Source: an optimization exercise on an open RTL-to-GDS flow (aim: small area and a short achievable clock period). Production flows keep margins and buffers that such runs may drop. Only simulation tests tie the RTL to the original design; equivalence was not proved. Power figures rest on the tool's default switching activity, not on a simulated workload.

File: flow/design.v
`timescale 1ns / 1ps
module Full_Adder(   
	input signed p,
    input signed q,
    input signed cin,
    output signed cout,
    output signed sum
    );
    wire signed w1, w2, w3, w4;
    xor(w1, p, q);
    xor(sum, w1, cin);
    and(w2, p, q);
    and(w3, p, cin);
    and(w4, q, cin);
    or(cout, w2, w3, w4);
endmodule
`timescale 1ns / 1ps
module Adder(
    input signed [15:0] p,
    input signed [15:0] q,
    input signed cin,
    output signed [15:0] sum,
    output signed cout
);
    wire [15:0] t;
    assign t={16{cin}} ^q ;
    wire signed [15:0] carry;
    Full_Adder FA0 (
        .p(p[0]),
        .q(t[0]),
        .cin(cin),
        .sum(sum[0]),
        .cout(carry[0])
    );
    genvar i;
    generate
        for (i = 1; i < 16; i = i + 1) begin : full_adder_chain
            Full_Adder FA (
                .p(p[i]),
                .q(t[i]),
                .cin(carry[i-1]),
                .sum(sum[i]),
                .cout(carry[i])
            );
        end
    endgenerate
    assign cout = carry[15];
endmodule
`timescale 1ns / 1ps
module Multiplication(
    input signed [15:0] a,
    input signed [15:0] b,
    output reg signed [15:0] out    
);
    reg signed [15:0] accm;
    reg signed [15:0] tempb;
    reg signed [16:0] sum;
    reg signed carry;
    integer i;
    reg [31:0] temmmp;
    always @(*) begin
        accm = 0;
        tempb = b;
        carry = 0;
        for (i = 0; i < 16; i = i + 1) begin
            if (tempb[0] == 0) begin
                tempb = {accm[0], tempb[15:1]};
                accm = {carry, accm[15:1]};
            end
            else begin
                sum = accm + a;
                carry = sum[16];
                accm = sum[15:0];
                tempb = {accm[0], tempb[15:1]};
                accm = {carry, accm[15:1]};
            end
        end
         temmmp= {accm, tempb};
         out=temmmp[15:0];
    end
endmodule
module SimpleQuaternion_mul(
    input signed [15:0] x0, x1, x2, x3,
    input signed [15:0] b0, b1, b2, b3,
    input clk,
    output reg signed [15:0] y0, y1, y2, y3
);
wire signed [15:0] O0, O1, O2, O3;
wire signed [15:0] O4, O5, O6, O7;
wire signed [15:0] O8, O9, O10, O11;
wire signed [15:0] O12, O13, O14, O15;
Multiplication M0  (.a(x0), .b(b0), .out(O0));
Multiplication M1  (.a(x1), .b(b1), .out(O1));
Multiplication M2  (.a(x2), .b(b2), .out(O2));
Multiplication M3  (.a(x3), .b(b3), .out(O3));
Multiplication M4  (.a(x0), .b(b1), .out(O4));
Multiplication M5  (.a(x1), .b(b0), .out(O5));
Multiplication M6  (.a(x2), .b(b3), .out(O6));
Multiplication M7  (.a(x3), .b(b2), .out(O7));
Multiplication M8  (.a(x0), .b(b2), .out(O8));
Multiplication M9  (.a(x1), .b(b3), .out(O9));
Multiplication M10 (.a(x2), .b(b0), .out(O10));
Multiplication M11 (.a(x3), .b(b1), .out(O11));
Multiplication M12 (.a(x0), .b(b3), .out(O12));
Multiplication M13 (.a(x1), .b(b2), .out(O13));
Multiplication M14 (.a(x2), .b(b1), .out(O14));
Multiplication M15 (.a(x3), .b(b0), .out(O15));
reg signed [15:0] m0, m1, m2, m3;
reg signed [15:0] m4, m5, m6, m7;
reg signed [15:0] m8, m9, m10, m11;
reg signed [15:0] m12, m13, m14, m15;
always @(posedge clk) begin
    m0  <= O0;   m1  <= O1;   m2  <= O2;   m3  <= O3;
    m4  <= O4;   m5  <= O5;   m6  <= O6;   m7  <= O7;
    m8  <= O8;   m9  <= O9;   m10 <= O10;  m11 <= O11;
    m12 <= O12;  m13 <= O13;  m14 <= O14;  m15 <= O15;
end
wire signed [31:0] t0, t1, t2, t3;
Adder A0 (.p(m1),  .q(m2),   .cin(1'd0), .sum(t0), .cout());
Adder A1 (.p(m4),  .q(m5),   .cin(1'd0), .sum(t1), .cout());
Adder A2 (.p(m8),  .q(m10),  .cin(1'd0), .sum(t2), .cout());
Adder A3 (.p(m12), .q(m13),  .cin(1'd0), .sum(t3), .cout());
reg signed [15:0] T0, T1, T2, T3;
reg signed [15:0] m0_R, m3_R, m6_R, m7_R;
reg signed [15:0] m9_R, m11_R, m14_R, m15_R;
always @(posedge clk) begin
    T0 <= t0;   T1 <= t1;   T2 <= t2;   T3 <= t3;
    m0_R  <= m0;    m3_R  <= m3;    m6_R  <= m6;    m7_R  <= m7;
    m9_R  <= m9;    m11_R <= m11;   m14_R <= m14;   m15_R <= m15;
end
wire signed [31:0] t4, t5, t6, t7;
Adder A4 (.p(T0),  .q(m3_R),   .cin(1'd0), .sum(t4), .cout());
Adder A5 (.p(T1),  .q(m6_R),   .cin(1'd0), .sum(t5), .cout());
Adder A6 (.p(T2),  .q(m11_R),  .cin(1'd0), .sum(t6), .cout());
Adder A7 (.p(T3),  .q(m15_R),  .cin(1'd0), .sum(t7), .cout());
reg signed [15:0] T4, T5, T6, T7;
reg signed [15:0] m0_r1, m7_r1, m9_r1, m14_r1;
always @(posedge clk) begin
    T4 <= t4;    T5 <= t5;    T6 <= t6;    T7 <= t7;
    m0_r1  <= m0_R;   m7_r1  <= m7_R;
    m9_r1  <= m9_R;   m14_r1 <= m14_R;
end
wire signed [31:0] y0_wire, y1_wire, y2_wire, y3_wire;
    Adder S0 (.p(m0_r1),  .q(T4),    .cin(1'd1), .sum(y0_wire), .cout());
   Adder S1 (.p(T5),     .q(m7_r1), .cin(1'd1), .sum(y1_wire), .cout());
   Adder S2 (.p(T6),     .q(m9_r1), .cin(1'd1), .sum(y2_wire), .cout());
   Adder S3 (.p(T7),     .q(m14_r1),.cin(1'd1), .sum(y3_wire), .cout());
always @(posedge clk) begin
    y0 <= y0_wire;
    y1 <= y1_wire;
    y2 <= y2_wire;
    y3 <= y3_wire;
end
endmodule
File: flow/run.sh
#!/bin/bash
# synth_recipe.tcl (not shown) runs the flow's synth.tcl, then flattens the netlist and writes it again
# the make line also repeats each setting of config.mk as NAME=value (left out here)
make -C /OpenROAD-flow-scripts/flow DESIGN_CONFIG=/design/flow/config.mk WORK_HOME=/design/flow/orfs CLKGATE_MAP_FILE= SYNTH_SCRIPT=/design/flow/synth_recipe.tcl finish
File: flow/config.mk
export PLATFORM = sky130hd
export DESIGN_NAME = SimpleQuaternion_mul
export DESIGN_NICKNAME = SimpleQuaternion_mul
export VERILOG_FILES = /design/flow/design.v
export SDC_FILE = /design/flow/constraint.sdc
export NUM_CORES = 4
export LEC_CHECK = 0
export CAP_MARGIN = 20
export CORE_MARGIN = 2
export CORE_UTILIZATION = 40
export SLEW_MARGIN = 20
File: flow/constraint.sdc
create_clock -name core_clock -period 22.0 [get_ports {clk}]
set_input_delay 4.4000 -clock core_clock [delete_from_list [all_inputs] [get_ports {clk}]]
set_output_delay 4.4000 -clock core_clock [all_outputs]
set_load 0.01 [all_outputs]
==> impl_metrics.yaml <==
floorplan:
  initial_core_util_pct: 40.2
  dieHeight_um: 529
  std_cell_rows: 192
  core_mm2: 0.274
  die_width_um: 529
  fp.dieArea_mm2: 0.279
  ios: 193
routing:
  drt-vias-per-instance: 5.80
  wirelength_um: 422000
  drcViolationCount: 0
  wl_per_cell_um: 23.6
  dr.pass1.iters: 8
  drt_iter0_drc: 9425
  vias: 103463
  ant_nets: 0
min_path:
  hp-class: "flop to flop"
  min_to: "m14_r1[12]"
  worstHoldPathCells: 0
  hp-start: "m14_R[12]"
critical_path:
  slowest_delay_ps: 470
  worstSetupPathType: "input port to flop"
  r2r-end: "y3[15]"
  cpMaxStageDelayCell: "fa_1"
  r2r_start: "T7[0]"
  r2r.worst_path.cells: 18
  worstSetupStartpointType: "input port"
  r2r_slack_ps: 14450
  worstPathMaxFanout: 19
  path_buf_inv: 4
  crit_path_frequent_cell: "ha_1"
  cpLargestDelayFamily: "adder cells"
  cp_data_required_time_ps: 22630
  crit_arrival_ps: 21510
  cp-end-kind: "flop"
clocking:
  clockBufferDepth: 3
  htreeDepth: 3
  cts_setup_buffers: 0
  cts_tree: "done"
  cts_buffers: 79
  cts-root-buf: "clkbuf_16"
  clkTransAtPathRegs_ps: 80
  cts_sinks: 640
  clock_latency_ps: 760
placement:
  dp_cells: 17682
  portBuffers: 192
  dpl.hpwl_um: 340000
  gp_congestion: 0.979
timing:
  max_slew_margin_pct: 16.5
  clock-skew-final_ps: 82.2
  finalHoldViolCount: 0
  setup_violations: 0
  max_freq_ghz: 0.0479
  tightest_slew_ps: 1250
  slew_violations: 0
  timing.final.crit_period_ps: 20890
  finalCritPeriodShare_pct: 94.9
finish:
  drive_gt1_share_pct: 7.81
  finalNonFillerCells: 17849
  syn_to_final_growth_pct: 9.13
  final_util_pct: 43.9
  finalNetCount: 16389
logic_synthesis:
  ys_async_sr_fraction_pct: 0
  synth_edf_count: 0
  ys_seq_elements: 640
  syn_area_mm2: 0.110
  synth_largest_area_cell: "ha_1"
  dominantRegCellSynth: "dfxtp_1"
  synthCells: 14032
  postSynthAreaPerCell_um2: 7.85
  synth_fp_nets: 16245
  yosysWarnings: 14
  ys_types: 92
  netlist_top_cells_count: "ha_1 (1708), nand2_1 (1385), a21oi_1 (1143)"
  synth_top_area_share_pct: 19.4
  yosysMostFrequentCell: "ha_1"
  ys_seq_area_share_pct: 11.6
  synth_area_leaders: "ha_1 (19%), dfxtp_1 (12%), xnor2_1 (8.0%), fa_1 (6.8%), a21oi_1 (5.2%)"
global_route:
  grt_pass1_wl_um: 621000
  grt-ovfl-total: 0
  grt_pass1_vias: 96036
  grt_usage_pct: 29.3
  antenna_found_initial: 44
  grt_max_degree: 62
pwr:
  peakVddDrop_mv: 0.147
  p_leak_uw: 0.0560
  power_density_mw_per_mm2: 204
status:
  outcome: "finished clean"
run:
  maxCapViolations: 0
-- cell type report --
class                   instances  area, um2
fillers                     27463     153000
repair buffers                534       4300
flip-flops and latches        640      12800
inverters                    1052       3960
multi-input cells           11869      91700
diodes                         18       45.0
clock inverters                51        738
clock buffers                  96       2130
well taps                    3589       4490
-- worst register-to-register path, delay by kind of cell (launching register included) --
family	cells	cell delay [ps]
DFF	1	310
buffers and inverters	1	40
adders and majority gates	15	6450
xor gates and xnor gates	2	560
-- layer usage --
metal	vias to the layer above	wire (um)	global-route usage [%]
met5	-	79	0
met4	12	23200	13.7
met3	598	33600	4.21
met2	3694	176000	44.6
met1	49140	189000	40.5
li1	50019	-	-
-- what timing repair did --
action	in CTS	in global routing
setup endpoints to repair	0	8
resized for setup	0	39
hold buffers	0	0
-- layout by cell type, fill, tap and decap left out, types with 42 or more instances in the layout --
cell type	Yosys	routed
ha_1	1708	1708
nor2_1	851	851
o21a_1	234	234
or2_2	50	50
dfxtp_1	640	640
nor2b_1	279	275
o211ai_1	77	77
o21bai_1	134	134
mux2_2	389	389
xor2_1	446	446
buf_4	0	349
o221ai_1	42	42
a21boi_0	100	99
a21o_1	511	511
a22oi_1	51	51
buf_2	14	65
a31oi_1	110	108
or3_1	103	103
and3_1	53	53
mux2i_1	208	207
clkdlybuf4s50_1	0	97
o21ai_0	1022	1013
nand2b_1	158	158
nand2_1	1385	1385
a21oi_1	1143	1142
a211oi_1	65	64
clkbuf_16	0	80
nand3_1	119	119
nor3_1	198	198
o31ai_1	88	86
fa_1	376	376
inv_1	1037	1033
xnor2_1	1002	1000
and2_1	231	231
-- worst max path at each step --
stage                from       to  slack (ps)  cells after the start
CTS                 b0[0]  m10[15]         950                     88
floorplan           x0[1]   m0[15]         900                     81
global placement    b1[0]   m4[15]         340                     80
finish              x2[1]  m14[15]        1110                     79
detailed placement  b0[0]  m10[15]         310                     88
global route        x0[2]   m8[15]         -20                     89
-- report_power, final --
group          switching [uW]  leakage [uW]  internal [uW]
sequential                412       0.00540           1790
combinational           11200        0.0492           9750
clock                     626       0.00138            833
total                   12200        0.0560          12400
-- cells by family after synthesis --
group | after synthesis | synth area share (%)
AND/OR/NAND/NOR | 3571 | 15.0
multiplexers | 599 | 5.90
XOR/XNOR | 1470 | 12.0
adder cells (fa/ha/maj) | 2094 | 26.3
flip-flops | 640 | 11.6
AO/OA/AOI/OAI | 4135 | 23.9
buffers and inverters | 1523 | 5.21
-- stage by stage --
step                setup TNS (ps)  setup WS (ps)  hold WS, ps  power (uW)  cell area [um2]
CTS                              0            945          302       24300           120000
global route                 -16.0          -16.0          310       27000           120000
finish                           0           1110          309       24600           120000
detailed placement               0            308          312       22700           117000
floorplan                        0            896          310       18000           110000
global placement                 0            344          310       22500           117000

-- what the ideal ports hide --
No port has a modelled driver above. Below, the same layout with a new extraction and two added sets of constraints.
Step 1, drivers: a clkbuf_16 drives clk and a buf_2 each remaining input, both assumed.
Step 2 adds t to the input delays and takes it off the output delays; t is the mean of the earliest and latest rising clock arrival at the registers after step 1. Input paths then give back, and output paths get back, about the clock's delay inside the block.
Slacks: ideal / step 1 / step 2; pairs: ideal / step 1.
t, ns: 0.786
slack for setup (ns): 1.115 / 1.144 / 0.358
worst setup path at the end: input to register
slew at the worst register clock pin (ns): 0.08 / 0.08
worst slew at a driven data input, ns: 0.12
After both steps this run still meets setup and hold. The setup slack of this run moves by +0.029 ns with the drivers and by -0.757 ns with both steps.
